Source: an optimization exercise on an open RTL-to-GDS flow (aim: small area and a short achievable clock period). Production flows keep margins and buffers that such runs may drop.

## oak
==> flow/design.v (excerpt) <==
module axis_eth_fcs
(
    input  wire        clk,
    input  wire        rst,
    input  wire [127:0]  input_axis_tdata,
    input  wire [15:0]   input_axis_tstrb,
    input  wire          input_axis_tvalid,
    output wire          input_axis_tready,
    input  wire          input_axis_tlast,
    output wire [31:0] output_fcs,
    output wire        output_fcs_valid
);
reg [31:0] crc_raw;
reg crc_pad;
reg crc_restart;
reg fcs_valid_reg;
wire [15:0] s = input_axis_tstrb;
wire [31:0] u1;
wire p32 = crc_raw[27] ^ crc_raw[29];
wire p33 = crc_raw[28] ^ crc_raw[30];
wire p34 = crc_raw[25] ^ crc_raw[31];
wire p35 = crc_raw[26] ^ p33;
wire p36 = crc_raw[24] ^ p32;
wire p37 = p34 ^ p36;
wire p38 = crc_raw[26] ^ crc_raw[31];
wire p39 = p32 ^ p38;
wire p40 = crc_raw[24] ^ crc_raw[27];
wire p41 = crc_raw[24] ^ p35;
wire p42 = crc_raw[25] ^ p35;
wire p43 = crc_raw[27] ^ p33;
wire p44 = crc_raw[28] ^ crc_raw[29];
wire p45 = p34 ^ p35;
wire p46 = crc_raw[26] ^ crc_raw[30];
wire p47 = crc_raw[30] ^ p32;
wire p48 = crc_raw[28] ^ p40;
assign u1[0] = p37;
assign u1[1] = p42;
assign u1[2] = p39;
assign u1[3] = p43;
assign u1[4] = crc_raw[31] ^ p44;
assign u1[5] = crc_raw[29] ^ crc_raw[30];
assign u1[6] = crc_raw[25] ^ crc_raw[30] ^ p36;
assign u1[7] = p45;
assign u1[8] = crc_raw[0] ^ p39;
assign u1[9] = crc_raw[1] ^ crc_raw[24] ^ crc_raw[29] ^ p33 ^ p34;
assign u1[10] = crc_raw[2] ^ p40 ^ p46;
assign u1[11] = crc_raw[3] ^ crc_raw[27] ^ crc_raw[28] ^ p34;
assign u1[12] = crc_raw[4] ^ crc_raw[26] ^ p44;
assign u1[13] = crc_raw[5] ^ p47;
assign u1[14] = crc_raw[6] ^ crc_raw[31] ^ p33;
assign u1[15] = crc_raw[7] ^ crc_raw[29] ^ crc_raw[31];
assign u1[16] = crc_raw[8] ^ crc_raw[30] ^ p37;
assign u1[17] = crc_raw[9] ^ p45;
assign u1[18] = crc_raw[10] ^ p39;
assign u1[19] = crc_raw[11] ^ p43;
assign u1[20] = crc_raw[12] ^ crc_raw[25] ^ p48;
assign u1[21] = crc_raw[13] ^ p38 ^ p48;
assign u1[22] = crc_raw[14] ^ crc_raw[24] ^ crc_raw[28] ^ crc_raw[31];
assign u1[23] = crc_raw[15] ^ crc_raw[25] ^ crc_raw[29];
  ...
clock: 16.0 ns
lec_check: 0
cap_margin: 20
core_margin: 2
core_utilization: 40
setup_slack_margin: 0.3
slew_margin: 20
standard.sh (not shown) runs the stock make flow with config.mk's settings and CLKGATE_MAP_FILE= SYNTH_SCRIPT=/design/flow/synth_recipe.tcl, a recipe that flattens the netlist after the stock synthesis.
==> flow/flow/run.sh <==
#!/bin/bash
set -euo pipefail
cd "$(dirname "$0")/.."
if [[ -f flow/extra.mk ]]; then cat flow/extra.mk >> config.mk; fi
mapfile -t ARGS < <(grep -v '^\s*$' flow/args.txt)
bash standard.sh synth > flow_synth.log 2>&1
bash standard.sh "${ARGS[@]}" finish > flow_finish.log 2>&1
==> flow/flow/args.txt <==
SETUP_SLACK_MARGIN=8.75
BUFFER_PORTS_ARGS=-buffer_cell sky130_fd_sc_hd__buf_2
==> flow/flow/extra.mk <==
export DONT_USE_CELLS += sky130_fd_sc_hd__xor3_1 sky130_fd_sc_hd__xor3_2 sky130_fd_sc_hd__xor3_4 sky130_fd_sc_hd__xnor3_1 sky130_fd_sc_hd__xnor3_2 sky130_fd_sc_hd__xnor3_4
Input changes introduced in pine (baseline for comparison: oak):
diff --git a/flow/flow/run.sh b/flow/flow/run.sh
--- a/flow/flow/run.sh
+++ b/flow/flow/run.sh
@@ -5,3 +5,8 @@
 mapfile -t ARGS < <(grep -v '^\s*$' flow/args.txt)
 bash standard.sh synth > flow_synth.log 2>&1
+RES=orfs/results/${FLOW_PLATFORM}/axis_eth_fcs/base
+cp $RES/1_2_yosys.v flow_1_2_yosys_standard.v
+LIB=$(ls ${FLOW_HOME}/platforms/${FLOW_PLATFORM}/lib/sky130_fd_sc_hd__tt_025C_1v80.lib)
+python3 flow/downsize.py $RES/1_2_yosys.v $LIB > flow_downsize.log 2>&1
+touch $RES/1_2_yosys.v
 bash standard.sh "${ARGS[@]}" finish > flow_finish.log 2>&1
==> flow/flow/args.txt <==
SETUP_SLACK_MARGIN=9.0
BUFFER_PORTS_ARGS=-buffer_cell sky130_fd_sc_hd__buf_2
==> flow/flow/downsize.py (new file) <==
#!/usr/bin/env python3
"""Set every combinational cell of a synthesized netlist to its smallest
drive strength (_1, or _0 where the platform has no _1 ... as listed in the
liberty file); flip-flops keep their cells. The timing repair later sizes up
what the constraints need."""
import re, sys
net, lib = sys.argv[1], sys.argv[2]
cells = set(re.findall(r'^\s*cell\s*\(\s*"?(sky130_fd_sc_hd__\w+?)"?\s*\)', open(lib).read(), re.M))
dont = set(sys.argv[3:])
def smallest(name):
    m = re.match(r'(sky130_fd_sc_hd__[a-z0-9]+?)_(\d+)$', name)
    if not m:
        return name
    base = m.group(1)
    if re.match(r'sky130_fd_sc_hd__(e?df|sdf|dl|conb|tap|fill|decap|clk)', base):
        return name
    for d in ("1", "0"):
        cand = "%s_%s" % (base, d)
        if cand in cells and cand not in dont:
            if int(d) < int(m.group(2)):
                return cand
            return name
    return name
src = open(net).read()
n = [0]
def sub(mo):
    new = smallest(mo.group(1))
    if new != mo.group(1):
        n[0] += 1
    return new + mo.group(2)
out = re.sub(r'\b(sky130_fd_sc_hd__\w+)(\s+[\\\w])', sub, src)
open(net, "w").write(out)
print("downsized", n[0], "cells")
Results
- Changes observed in pine relative to oak: final worst slack picked up an extra 0.24 ns; clock-buffer cell count now sits higher; wire length fell 4.3 mm.
- Looking at summed instance area of the synthesized netlist across oak and pine, the one that comes out higher is oak.
- Relative to oak, clock skew has increased by 0.0046 ns in pine.
- Diff oak and pine: multi-input combinational area share higher in oak
- Per the comparison of pine with oak, final critical-path required period -0.24 ns; longest individual stage delay on the worst path +0.33 ns; total number of sequential cells ~0 delta; number of remaining DRC errors ~0 delta.
No functional check of the RTL was part of any run of this note.

[separate check: timing with driven ports]
Ports are ideal in the flow. The routed layouts listed here were re-timed in OpenROAD. Step 1, drivers: a clkbuf_16 drives clk and a buf_2 each remaining input, both assumed. Step 2, shift: input delay + t, output delay - t, t = (earliest + latest rising clock arrival at the registers) / 2. This alone moves slack from input paths to output paths. a / b / c = no drivers / after step 1 / after step 2; a / b = the first two.
| run | shift t [ns] | setup WS [ns] | hold WS [ns] | latest minus earliest clock arrival (ns) | worst register clock-pin slew, ns |
|---|---|---|---|---|---|
| oak | 0.344 | 8.654 / 8.636 / 8.292 | 1.099 / 1.099 / 1.099 | 0.007 / 0.008 | 0.07 / 0.07 |
| pine | 0.334 | 8.895 / 8.807 / 8.473 | 1.384 / 1.384 / 1.384 | 0.012 / 0.013 | 0.07 / 0.07 |
After both steps setup and hold are still met in every run listed. The setup slack of pine, which loses most, moves by -0.088 ns with the drivers and by -0.422 ns with both steps.
